Source: an optimization exercise on an open RTL-to-GDS flow (aim: small area and a short achievable clock period). Production flows keep margins and buffers that such runs may drop.
The RTL of this run was laid out without a check of its function.

[flow/config.mk]
export PLATFORM = sky130hd
export DESIGN_NAME = Datapath
export DESIGN_NICKNAME = Datapath
export VERILOG_FILES = /design/flow/design.v
export SDC_FILE = /design/flow/constraint.sdc
export NUM_CORES = 4
export LEC_CHECK = 0
export CAP_MARGIN = 20
export CORE_MARGIN = 2
export CORE_UTILIZATION = 45
export PLACE_DENSITY = 0.6
export SLEW_MARGIN = 20
[flow/constraint.sdc]
create_clock -name core_clock -period 120.0 [get_ports {clk}]
set_input_delay 24.0000 -clock core_clock [delete_from_list [all_inputs] [get_ports {clk}]]
set_output_delay 24.0000 -clock core_clock [all_outputs]
set_load 0.01 [all_outputs]
[flow/run.sh]
#!/bin/bash
# synth_recipe.tcl (not shown) runs the flow's synth.tcl, then flattens the netlist and writes it again
# the make line also repeats each setting of config.mk as NAME=value (left out here)
make -C /OpenROAD-flow-scripts/flow DESIGN_CONFIG=/design/flow/config.mk WORK_HOME=/design/flow/orfs CLKGATE_MAP_FILE= SYNTH_SCRIPT=/design/flow/synth_recipe.tcl finish
[flow/design.v]
module ALU (
    input [31:0] a,         
    input [31:0] b,         
    input isadd,            
    input isld,             
    input isst,             
    input issub,            
    input iscmp,            
    input ismul,            
    input islsl,            
    input islsr,            
    input isasr,            
    input isor,             
    input isnot,            
    input isand,            
    input isdiv,            
    input ismod,            
    input ismov,            
    input clk,              
    input rst,              
    output reg [31:0] alu_result,  
    output reg zero_flag,          
    output reg overflow_flag,      
    output reg flag_gt             
);
reg [31:0] res;
reg zf, of, gt;
always @(*) begin
    zf = 0;
    of = 0;
    gt = 0;
    res = alu_result;
    case (1'b1)  
        isadd: begin
            res = a + b;
            of = (a + b > 32'hFFFFFFFF) ? 1 : 0;  
        end
        isld, isst: begin
            res = a + b;  
        end
        issub: begin
            res = a - b;
            of = (a < b) ? 1 : 0;  
        end
        iscmp: begin
            if ((a - b) > 0) gt = 1;
            else if ((a - b) == 0) zf = 1;
        end
        ismul: begin
            res = a * b;  
        end
        islsl: begin
            res = a << b;  
        end
        islsr: begin
            res = a >> b;  
        end
        isasr: begin
            res = $signed(a) >>> b;  
        end
        isor: begin
            res = a | b;  
        end
        isnot: begin
            res = ~a;  
        end
        isand: begin
            res = a & b;  
        end
        isdiv: begin
            res = (b == 32'b0) ? 32'hFFFFFFFF : a / b;  
        end
        ismod: begin
            res = (b == 32'b0) ? a : a % b;  
        end
        ismov: begin
            res = b;  
        end
        default: begin
            res = 32'h00000000;  
        end
    endcase
    zf = (res == 32'h00000000) ? 1 : 0;
end
always @(posedge clk) begin
    if (rst) begin
        alu_result <= 32'b0;
        zero_flag <= 1'b0;
        overflow_flag <= 1'b0;
        flag_gt <= 1'b0;
    end else begin
        alu_result <= res;
        zero_flag <= zf;
        overflow_flag <= of;
        flag_gt <= gt;
    end
end
endmodule
module EX(
    input [31:0] A, B, OP2, INST, PC, branchtarget,
    input clk,
    input rst,
    input isBeq, isBgt,isUBranch, isRet,isWb,
    input isadd, isld, isst, issub, iscmp, ismul, islsl, islsr, isasr, isor, isnot, isand, isdiv, ismod, ismov,iscall,
    output reg [31:0] ALURESULT, EX_MA_PC, EX_MA_OP2, EX_MA_INST,
    output isBranchtaken,
    output reg [31:0] branchpc,
    output reg zero_flag,  
    output reg overflow_flag, 
    output reg flag_gt,
    output reg isSt_EM,
    output reg isLd_EM,
    output reg isWb_EM,
    output reg isCall_EM
);
    wire [31:0] aluresult;
    wire flagE,Oflag,flagG;
always @(posedge clk) begin
    if (rst)
        branchpc <= 32'b0;
    else if (isRet) 
        branchpc <= A;
    else 
        branchpc <= branchtarget;
end
ALU uut (
    .a(A),
    .b(B),
    .isadd(isadd),
    .isld(isld),
    .isst(isst),
    .issub(issub),
    .iscmp(iscmp),
    .ismul(ismul),
    .islsl(islsl),
    .islsr(islsr),
    .isasr(isasr),
    .isor(isor),
    .isnot(isnot),
    .isand(isand),
    .isdiv(isdiv),
    .ismod(ismod),
    .ismov(ismov),
    .clk(clk),
    .rst(rst),
    .alu_result(aluresult),
    .zero_flag(flagE),
    .overflow_flag(Oflag),
    .flag_gt(flagG)
);
assign isBranchtaken = isUBranch | (isBeq & zero_flag) | (isBgt & flag_gt);
always @(*) begin
    EX_MA_PC = PC;
    EX_MA_OP2 = OP2;  
    ALURESULT = aluresult;
   zero_flag  = flagE;
   overflow_flag = Oflag;
     flag_gt = flagG;
end
always @(*)
       begin
       EX_MA_INST = INST;
       isSt_EM = isst;
       isLd_EM  = isld;
       isWb_EM  = isWb;
       isCall_EM = iscall;
       end
endmodule
module Controlpath (
    input [31:0] inst,
    input clk,  
    input rst,
    output reg isSt,
    output reg isLd,
    output reg isBeq,
    output reg isBgt,
    output reg isRet,
    output reg isImmediate,
    output reg isWb,
    output reg isUbranch,
    output reg isCall,
    output reg isAdd,
    output reg isSub,
    output reg isCmp,
    output reg isMul,
    output reg isDiv,
    output reg isMod,
    output reg isLsl,
    output reg isLsr,
    output reg isAsr,
    output reg isOr,
    output reg isAnd,
    output reg isNot,
    output reg isMov
);
    always @(posedge clk) begin
       { isSt, isLd, isBeq, isBgt, isRet, isImmediate, isWb, 
          isUbranch, isCall, isAdd, isSub, isCmp, isMul, isDiv, 
          isMod, isLsl, isLsr, isAsr, isOr, isAnd, isNot, isMov } <= 22'b0;
        if (!rst) begin
        case(inst[31:27])
    5'b00000: begin isAdd <= 1; isWb <= 1; end
    5'b00001: begin isSub <= 1; isWb <= 1; end
    5'b00010: begin isMul <= 1; isWb <= 1; end
    5'b00011: begin isDiv <= 1; isWb <= 1; end
    5'b00100: begin isMod <= 1; isWb <= 1; end
    5'b00101: begin isCmp <= 1; isWb <= 1; end
    5'b00110: begin isAnd <= 1; isWb <= 1; end
    5'b00111: begin isOr <= 1; isWb <= 1; end
    5'b01000: begin isNot <= 1; isWb <= 1; end
    5'b01001: begin isMov <= 1; isWb <= 1; end
    5'b01010: begin isLsl <= 1; isWb <= 1; end
    5'b01011: begin isLsr <= 1; isWb <= 1; end
    5'b01100: begin isAsr <= 1; isWb <= 1; end
    5'b01110: begin isLd <= 1; isWb <= 1; end
    5'b01111: begin isSt <= 1; end
    5'b10000: begin isBeq <= 1; end
    5'b10001: begin isBgt <= 1; end
    5'b10010: begin isUbranch <= 1; end
    5'b10011: begin isCall <= 1; isWb <= 1; end
    5'b10100: begin isRet <= 1; end
    default: ;  
endcase
        if (inst[26]) isImmediate <= 1;
        end
    end
endmodule
module OF (
    input clk,
    input rst,
    input [31:0] inst, 
    input [31:0] pc,
    output reg [31:0] OF_EX_PC,
    output reg [31:0] OF_EX_INST,
    output reg [31:0] branchtarget,
    output reg isSt_OE,
    output reg isLd_OE,
    output reg isBeq_OE,
    output reg isBgt_OE,
    output reg isRet_OE,
    output reg isImmediate_OE,
    output reg isWb_OE,
    output reg isUbranch_OE,
    output reg isCall_OE,
    output reg isAdd_OE,
    output reg isSub_OE,
    output reg isCmp_OE,
    output reg isMul_OE,
    output reg isDiv_OE,
    output reg isMod_OE,
    output reg isLsl_OE,
    output reg isLsr_OE,
    output reg isAsr_OE,
    output reg isOr_OE,
    output reg isAnd_OE,
    output reg isNot_OE,
    output reg isMov_OE,
    output reg [3:0] mux1out, mux2out,
    output reg [31:0] immx
);
 wire isSt, isLd, isBeq, isBgt, isRet, isImmediate, isWb, isUbranch, isCall;
 wire isAdd, isSub, isCmp, isMul, isDiv, isMod, isLsl, isLsr, isAsr;
 wire  isOr, isAnd, isNot, isMov;
     Controlpath control_path (
    .inst(inst),
    .clk(clk),
    .rst(rst),
    .isAdd(isAdd),.isSub(isSub), .isMul(isMul), .isDiv(isDiv), .isMod(isMod),
    .isAnd(isAnd), .isOr(isOr), .isNot(isNot), .isMov(isMov),
    .isLsl(isLsl), .isLsr(isLsr), .isAsr(isAsr),
    .isLd(isLd), .isSt(isSt), .isBeq(isBeq), .isBgt(isBgt),
    .isUbranch(isUbranch), .isCall(isCall), .isRet(isRet),
    .isImmediate(isImmediate), .isCmp(isCmp), .isWb(isWb)
);
    always @(posedge clk) begin
        if (rst) immx <= 32'b0;
        else
        case (inst[17:16])
            2'b00: immx <= {{16{inst[15]}}, inst[15:0]};  
            2'b01: immx <= {16'b0, inst[15:0]};           
            default: immx <= 32'b0;                       
        endcase
    end
    always @(posedge clk) begin
        if (rst) branchtarget <= 32'b0;
        else branchtarget <= { {3{inst[26]}}, inst[26:0], 2'b0 } + pc;
    end
    always @(posedge clk) begin
        if (rst)
            mux1out <= 4'b0;
        else if (isRet)
            mux1out <= 4'b1111;  
        else
            mux1out <= inst[21:18];
    end
    always @(posedge clk) begin
        if (rst)
            mux2out <= 4'b0;
        else if (isSt)
            mux2out <= inst[25:22];
        else
            mux2out <= inst[17:14];
    end
     always @(posedge clk) begin
     if (rst) begin
     OF_EX_PC <= 32'b0;
     OF_EX_INST <= 32'b0;
     end else begin
     OF_EX_PC <= pc;
     OF_EX_INST <= inst;
     end
     end
    always @(*) begin
    isAdd_OE = isAdd;
    isSub_OE = isSub;
    isMul_OE = isMul;
    isDiv_OE = isDiv;
    isMod_OE = isMod;
    isAnd_OE = isAnd;
    isOr_OE = isOr;
    isNot_OE = isNot;
    isMov_OE = isMov;
    isLsl_OE = isLsl;
    isLsr_OE = isLsr;
    isAsr_OE = isAsr;
    isLd_OE = isLd;
    isSt_OE = isSt;
    isBeq_OE = isBeq;
    isBgt_OE = isBgt;
    isUbranch_OE = isUbranch;
    isCall_OE = isCall;
    isRet_OE = isRet;
    isImmediate_OE = isImmediate;
    isCmp_OE = isCmp;
    isWb_OE = isWb;
end
endmodule
module IF(rst,isBranchtaken,BranchPC,imem_data,IF_OF_PC,IF_OF_INST,clk);
       input rst;
       input isBranchtaken;
       input [31:0]BranchPC;
       input [31:0]imem_data;
       input clk;
       output reg [31:0] IF_OF_PC;
       output reg [31:0] IF_OF_INST;
       always @(posedge clk)
       begin
       if(rst) IF_OF_PC <= 32'b0;
       else if(isBranchtaken) IF_OF_PC <= BranchPC;
       else IF_OF_PC <= IF_OF_PC + 1;
       end
       always @(*)
       begin
       IF_OF_INST = imem_data;
       end
endmodule 
module RegFile1 (clk,rst,regwrite_en,regread_dest1,regread_dest2,regwrite_dest,regwrite_data,A,B,OP2,isImmediate,immx);
       input clk,rst,regwrite_en;
       input [3:0] regread_dest1,regread_dest2,regwrite_dest;
       input [31:0] regwrite_data;
       input isImmediate;
       input [31:0] immx;
       output reg[31:0] A,B,OP2;
       reg [31:0] REG [0:15];
       integer i;
      always @(posedge clk)
        begin
        if (rst) begin
          for (i = 0; i < 16; i = i + 1)
            REG[i] <= 32'b0;
          REG[0] <= 32'b00000000000000000000000000000001;
          REG[1] <= 32'b00000000000000000000000000000010;
          REG[2] <= 32'b00000000000000000000000000000011;
          REG[3] <= 32'b00000000000000000000000000000111;
          REG[4] <= 32'b00000000000000000000000000000110;
          REG[5] <= 32'b00000000000000000000000000000100;
          REG[15]<= 32'b01100011001100110011001100110011;
        end
        else if(regwrite_en) begin
            REG[regwrite_dest] <= regwrite_data;
            end
       end
       always @(*)
       begin
        A = REG[regread_dest1];
        OP2 = REG[regread_dest2];
        end
     always @(*) begin
        if (isImmediate)
            B = immx;
        else
            B = OP2;
    end
  endmodule
module Datamemory(clk, rst, mar, mdr, ldresult, isld, isSt);
    input clk, rst;
    input isld, isSt;
    input [31:0] mar, mdr;
    output reg [31:0] ldresult;
    reg [31:0] memory [0:15];
    wire [3:0] ram_addr = mar[3:0];
    integer i;
    always @(posedge clk) begin
        if (rst) begin
            ldresult <= 32'b0;
            for (i = 0; i < 16; i = i + 1)
                memory[i] <= 32'b0;
        end else if (isld) begin
            ldresult <= memory[ram_addr];
        end else if (isSt) begin
            memory[ram_addr] <= mdr;
        end
    end
endmodule
module MA(aluresult,op2,clk,rst,inst,pc,MA_RW_aluresult,Ldresult,MA_RW_inst,MA_RW_pc,isld,isSt,isCall,isWb,isCall_MR,isWb_MR,isLd_MR);
       input [31:0]aluresult,op2,inst,pc;
       input isld,clk,rst,isSt,isCall,isWb;
       output reg [31:0]MA_RW_aluresult,Ldresult,MA_RW_inst,MA_RW_pc;
       output reg isCall_MR,isWb_MR,isLd_MR;
       wire [31:0] ldresult;
       Datamemory  n(.clk(clk),.rst(rst),.mar(aluresult),.mdr(op2),.ldresult(ldresult),.isld(isld),.isSt(isSt));
       always @(posedge clk)
              begin
              if (rst) begin
              MA_RW_aluresult <= 32'b0;
              MA_RW_inst <= 32'b0;
              MA_RW_pc <= 32'b0;
              Ldresult <= 32'b0;
              end else begin
              MA_RW_aluresult <= aluresult;
              MA_RW_inst <= inst;
              MA_RW_pc <= pc;
              Ldresult <= ldresult;
              end
              end
         always @(*)
              begin
              isCall_MR = isCall;
              isWb_MR = isWb;
              isLd_MR = isld;
              end
endmodule
module RW(MA_RW_aluresult, Ldresult, MA_RW_inst, MA_RW_pc, clk, rst, isCall, isld,muxaddr,muxdata,isWb);
    input clk, rst, isCall, isld,isWb;
    input [31:0] MA_RW_aluresult, Ldresult, MA_RW_inst, MA_RW_pc;
    reg [3:0] temp_muxaddr;  
    output reg [3:0] muxaddr;
    output reg [31:0] muxdata;
    always @(posedge clk) begin
        if (rst) begin
            temp_muxaddr <= 4'b0;
            muxaddr <= 4'b0;
            muxdata <= 32'b0;
        end else begin
        if (isCall) 
            temp_muxaddr <= 4'b1111;
        else 
            temp_muxaddr <= MA_RW_inst[25:22];
        muxaddr <= temp_muxaddr;
        if (~isld && ~isCall) 
            muxdata <= MA_RW_aluresult;
        else if (isld && ~isCall) 
            muxdata <= Ldresult;
        else if (~isld && isCall) 
            muxdata <= MA_RW_pc + 4;
        end
    end
endmodule
module Datapath(
    input  clk,
    input  rst,
    input  [31:0] imem_data,
    output [31:0] imem_addr,
    output rf_we,
    output [3:0] rf_waddr,
    output [31:0] rf_wdata
);
    wire isBeq, isBgt,isUBranch, isRet,isWb;
    wire isAdd, isLd, isSt, isSub, isCmp, isMul, isLsl, isLsr, isAsr, isOr, isNot, isAnd, isDiv, isMod, isMov,isCall;
    wire isUbranch, isImmediate;
    wire [31:0] Branchpc, branchtarget;
    wire isBranchtaken;
    wire [31:0] IF_OF_INST, IF_OF_PC, A, B, OP2, OF_EX_PC, OF_EX_INST, ALURESULT, EX_MA_PC, EX_MA_INST, EX_MA_OP2;
    wire zero_flag, overflow_flag, flag_gt;
    wire [31:0] MA_RW_aluresult, Ldresult, MA_RW_inst, MA_RW_pc;
    wire [3:0]mux1out,mux2out;
    wire [3:0] muxaddr;
    wire [31:0] muxdata;
    wire isSt_EM;
    wire isLd_EM;
    wire isWb_EM;
    wire isCall_EM;
    wire isCall_MR,isWb_MR,isLd_MR;
    wire [31:0]immx;
    assign imem_addr = IF_OF_PC;
    assign rf_we = isWb_MR;
    assign rf_waddr = muxaddr;
    assign rf_wdata = muxdata;
    IF A1 (
        .rst(rst),
        .isBranchtaken(isBranchtaken), 
        .BranchPC(Branchpc), 
        .imem_data(imem_data),
        .IF_OF_PC(IF_OF_PC), 
        .IF_OF_INST(IF_OF_INST), 
        .clk(clk)
    );
      RegFile1 Z(
        .clk(clk),
        .rst(rst),
        .regread_dest1(mux1out),
        .regread_dest2(mux2out),
        .A(A),
        .OP2(OP2),
        .regwrite_en(isWb_MR),
        .regwrite_dest(muxaddr), 
        .regwrite_data(muxdata),
        .B(B),
        .isImmediate(isImmediate),
        .immx(immx)
    );
      OF A2 (
        .clk(clk), 
        .rst(rst),
        .inst(IF_OF_INST),
        .pc(IF_OF_PC),
        .OF_EX_PC(OF_EX_PC),
        .OF_EX_INST(OF_EX_INST),
        .branchtarget(branchtarget),
        .isSt_OE(isSt), 
        .isLd_OE(isLd), 
        .isBeq_OE(isBeq), 
        .isBgt_OE(isBgt), 
        .isRet_OE(isRet), 
        .isImmediate_OE(isImmediate), 
        .isWb_OE(isWb), 
        .isUbranch_OE(isUbranch), 
        .isCall_OE(isCall), 
        .isAdd_OE(isAdd), 
        .isSub_OE(isSub), 
        .isCmp_OE(isCmp), 
        .isMul_OE(isMul), 
        .isDiv_OE(isDiv), 
        .isMod_OE(isMod), 
        .isLsl_OE(isLsl), 
        .isLsr_OE(isLsr), 
        .isAsr_OE(isAsr), 
        .isOr_OE(isOr), 
        .isAnd_OE(isAnd), 
        .isNot_OE(isNot), 
        .isMov_OE(isMov),
        .mux1out(mux1out),
        .mux2out(mux2out),
        .immx(immx)
      );
        EX A3 (
            .A(A),
            .B(B),
            .OP2(OP2),
            .INST(OF_EX_INST),
            .PC(OF_EX_PC),
            .branchtarget(branchtarget),
            .clk(clk),
            .rst(rst),
            .isBeq(isBeq),
            .isBgt(isBgt),
            .isUBranch(isUbranch),
            .isRet(isRet),
            .isadd(isAdd),
            .isld(isLd),
            .isst(isSt),
            .issub(isSub),
            .iscmp(isCmp),
            .ismul(isMul),
            .islsl(isLsl),
            .islsr(isLsr),
            .isasr(isAsr),
            .isor(isOr),
            .isnot(isNot),
            .isand(isAnd),
            .isdiv(isDiv),
            .ismod(isMod),
            .ismov(isMov),
            .isWb(isWb),
            .iscall(isCall),
            .isSt_EM(isSt_EM),
            .isLd_EM(isLd_EM),
            .isWb_EM(isWb_EM),
            .isCall_EM(isCall_EM),
            .ALURESULT(ALURESULT),
            .EX_MA_PC(EX_MA_PC),
            .EX_MA_OP2(EX_MA_OP2),
            .EX_MA_INST(EX_MA_INST),
            .isBranchtaken(isBranchtaken),
            .branchpc(Branchpc),
            .zero_flag(zero_flag),
            .overflow_flag(overflow_flag),
            .flag_gt(flag_gt)
        );
    MA A4 (
        .aluresult(ALURESULT),
        .op2(EX_MA_OP2),
        .clk(clk),
        .rst(rst),
        .inst(EX_MA_INST),
        .pc(EX_MA_PC),
        .MA_RW_aluresult(MA_RW_aluresult),
        .Ldresult(Ldresult),
        .MA_RW_inst(MA_RW_inst),
        .MA_RW_pc(MA_RW_pc),
        .isld(isLd_EM),
        .isSt(isSt_EM),
        .isCall(isCall_EM),
        .isWb(isWb_EM),
        .isCall_MR(isCall_MR),
        .isWb_MR(isWb_MR),
        .isLd_MR(isLd_MR)     
    );
    RW A5 (
        .MA_RW_aluresult(MA_RW_aluresult),
        .Ldresult(Ldresult),
        .MA_RW_inst(MA_RW_inst),
        .MA_RW_pc(MA_RW_pc),
        .clk(clk),
        .rst(rst),
        .isCall(isCall_MR),
        .isld(isLd_MR),
        .isWb(isWb_MR),
        .muxaddr(muxaddr),
        .muxdata(muxdata)
    );
endmodule
==> qor.yml <==
route:
  ant_nets: 0
  drc: 0
  drt_iter0_drc: 14500
  dr_total_vias: 108100
  routedWlPerCell_um: 37.71
  viasPerCell: 6.679
  drtPass1Iterations: 12
  totalWireLength_um: 610500
clock_network:
  numCtsBuffers: 148
  ctsResizeCount: 0
  cts_buffer_depth: 4
  cts.sinks: 1407
  cts_root_buf: "clkbuf_16"
  post_cts_buffers: 0
  cts_tree: "built"
  cts.clk_slew.worst_paths_ns: 0.07
  insertion_delay_ns: 0.84
  postCtsHoldBufs: 0
  htree_levels: 4
finish:
  finish.instance_area_um2: 130700
  syn_to_final_growth_pct: 8.995
  regArea_um2: 38470
  reg_top3: "A4.n.memory: 512 flops, Z.REG: 512 flops"
  fin_nets: 13740
  multiInputGateArea_um2: 76030
  drive_above_1_share_pct: 11.60
  fill_cells: 24560
placement:
  hpwl_um: 450300
  port_buffers: 102
  postPlaceCellArea_um2: 125800
  place.gp.congestion: 1.126
synthesis:
  synth_top_area_share_pct: 25.64
  synthTopCellsByArea: "edfxtp_1 (26%), mux4_2 (9.1%), ha_1 (8.1%)"
  ys_types: 125
  ys_top_cells_by_count: "nor2_1 (1,674), nand2_1 (1,147), edfxtp_1 (1,024)"
  avgSynthCellArea_um2: 9.514
  synth_area_um2: 119900
  synth_edf_count: 1024
  synth-seq-area-share_pct: 32.04
  synthFlopType: "edfxtp_1"
  synth_seq_cells: 1407
  syn_inst: 12610
  synth_nets: 13830
  synth_area_leader_cell: "edfxtp_1"
  yosysMostFrequentCell: "nor2_1"
  async_flop_share_pct: 0
  yosysWarnings: 9
sta:
  worstMarginPinSlew_ns: 1.261
  setup_viol: 0
  grt_setup_unrepaired: "no"
  holdWs_ns: 0.4379
  final.period_utilization_pct: 84.57
  skew_ns: 0.08247
  final.min_clock_period_ns: 101.48
  hold_viol: 0
  slew_viol_final: 0
  max_freq_mhz: 9.854
  relSlewSlack_pct: 15.96
  finalSetupTns_ns: 0
critical_path:
  critPathMaxFanout: 45
  rrSetupSlack_ns: 18.52
  critPathKind: "flip-flop to flip-flop"
  worst_ep_required_time_ns: 120.74
  critPathBufInv: 23
  crit_path_frequent_cell: "ha_1"
  cp_slowest_cell: "dfxtp_4"
  cp_data_arrival_time_ns: 102.22
  timing.critical_path.to_type: "flip-flop"
  path_delay_family: "compound AO/OA/AOI/OAI gates"
  slowest_delay_ns: 0.99
  cp-start-kind: "flip-flop"
global_route:
  met3_usage_pct: 10.93
  gr-total-overflow: 0
  met2_usage_pct: 66.66
  use_met1_pct: 55.40
  grt_pass1_vias: 104800
  grt_busiest_layer: "met2"
  track_usage_pct: 44.16
  grt_pass1_wl_um: 837200
  antenna_found_initial: 77
  grt_max_degree: 185
floorplan:
  die-width_um: 520.2
  std_cell_rows: 189
  ios: 103
  fp.dieH_um: 520.2
  dieArea_um2: 270600
  core_area_um2: 265100
  start_util_pct: 45.24
outcome:
  status: "complete, no violations"
hold_path:
  worst_hold_startpoint: "A2.OF_EX_PC[3]"
  hold_class: "flip-flop to flip-flop"
run:
  maxCapViolations: 0
## final timing paths
| check | endpoint | cells after the start |
|---|---|---|
| max | A3.uut.zero_flag | 344 |
| min | A4.MA_RW_pc[3] | 1 |
| max reg2reg | A3.uut.zero_flag | 344 |
| min reg2reg | A4.MA_RW_pc[3] | 1 |
## metal layers
metal | share of wire, % | up-vias | wire (um)
met5 | 0.050 | - | 308
met4 | 8.7 | 44 | 52920
met3 | 11 | 1923 | 67480
met2 | 43 | 7355 | 263300
met1 | 37 | 53880 | 226500
li1 | - | 44930 | -
## cells by family after synthesis
family	count (synthesis)	share of synthesized area, %
buffers and inverters	1503	4.962
adder cells (fa/ha/maj)	1192	15.02
multiplexers	754	11.46
AND/OR/NAND/NOR	4691	18.36
AO/OA/AOI/OAI	2497	14.07
XOR/XNOR	561	4.097
flip-flops	1407	32.04
## worst reg2reg max path, delay by kind of cell (launching register included)
family / cells / cell delay, ns
adders and majority gates: 31 / 9.71
muxes: 5 / 2.13
and+or+nand+nor: 109 / 28.80
AOI/OAI and AO/OA: 176 / 53.97
DFF: 1 / 0.99
buffers and inverters: 23 / 5.80
## area by class of cell
class                           count  area share, %
Antenna cell                       40        0.07658
Clock buffer                      195          3.108
Clock inverter                     60         0.4987
Inverter                          755          2.170
Multi-Input combinational cell   9695          58.17
Sequential cell                  1407          29.43
Tap cell                         3533          3.382
Timing Repair Buffer              504          3.167
## through the flow
stage	util, %	worst slack, ns	std cells
floorplan	-	39.54	12610
global placement	47.46	23.25	15890
detailed placement	47.47	21.42	15890
CTS	49.25	21.15	16150
global route	49.28	12.91	16160
finish	49.31	18.52	16190
## placed cells by master, fill, tap and decap left out, types with 116 or more instances in the layout
master	count
clkbuf_16	150
a21o_1	200
mux4_2	485
nand3_1	219
nor2b_1	273
nor3_1	233
ha_1	780
and2_1	555
nand2_1	1135
fa_1	412
buf_4	395
edfxtp_1	1024
nor2_1	1657
xnor2_1	384
dfxtp_1	366
a21oi_1	597
inv_1	725
o21ai_0	430
xor2_1	177
or3_1	118
o21a_1	163
mux2i_1	202
a31oi_1	116

[separate check: timing with driven ports]
In the flow no input, the clock included, has a driving cell. The finished layout below was timed again as built, in two steps.
Step 1, drivers: a clkbuf_16 drives clk and a buf_2 each remaining input, both assumed.
Step 2 moves the port delays by t, midway between the first and last clock arrival at a register: inputs arrive t later, outputs are due t later. That takes back most of the time a late clock gives input paths.
Slacks: no drivers / after step 1 / after step 2; pairs: no drivers / after step 1.
t, ns: 0.897
setup WS [ns]: 18.519 / 18.519 / 18.519
worst setup path after step 2: register to register
latest minus earliest clock arrival (ns): 0.082 / 0.082
After both steps setup and hold are still met in this run. The setup slack of this run moves by 0.000 ns with the drivers and by 0.000 ns with both steps.
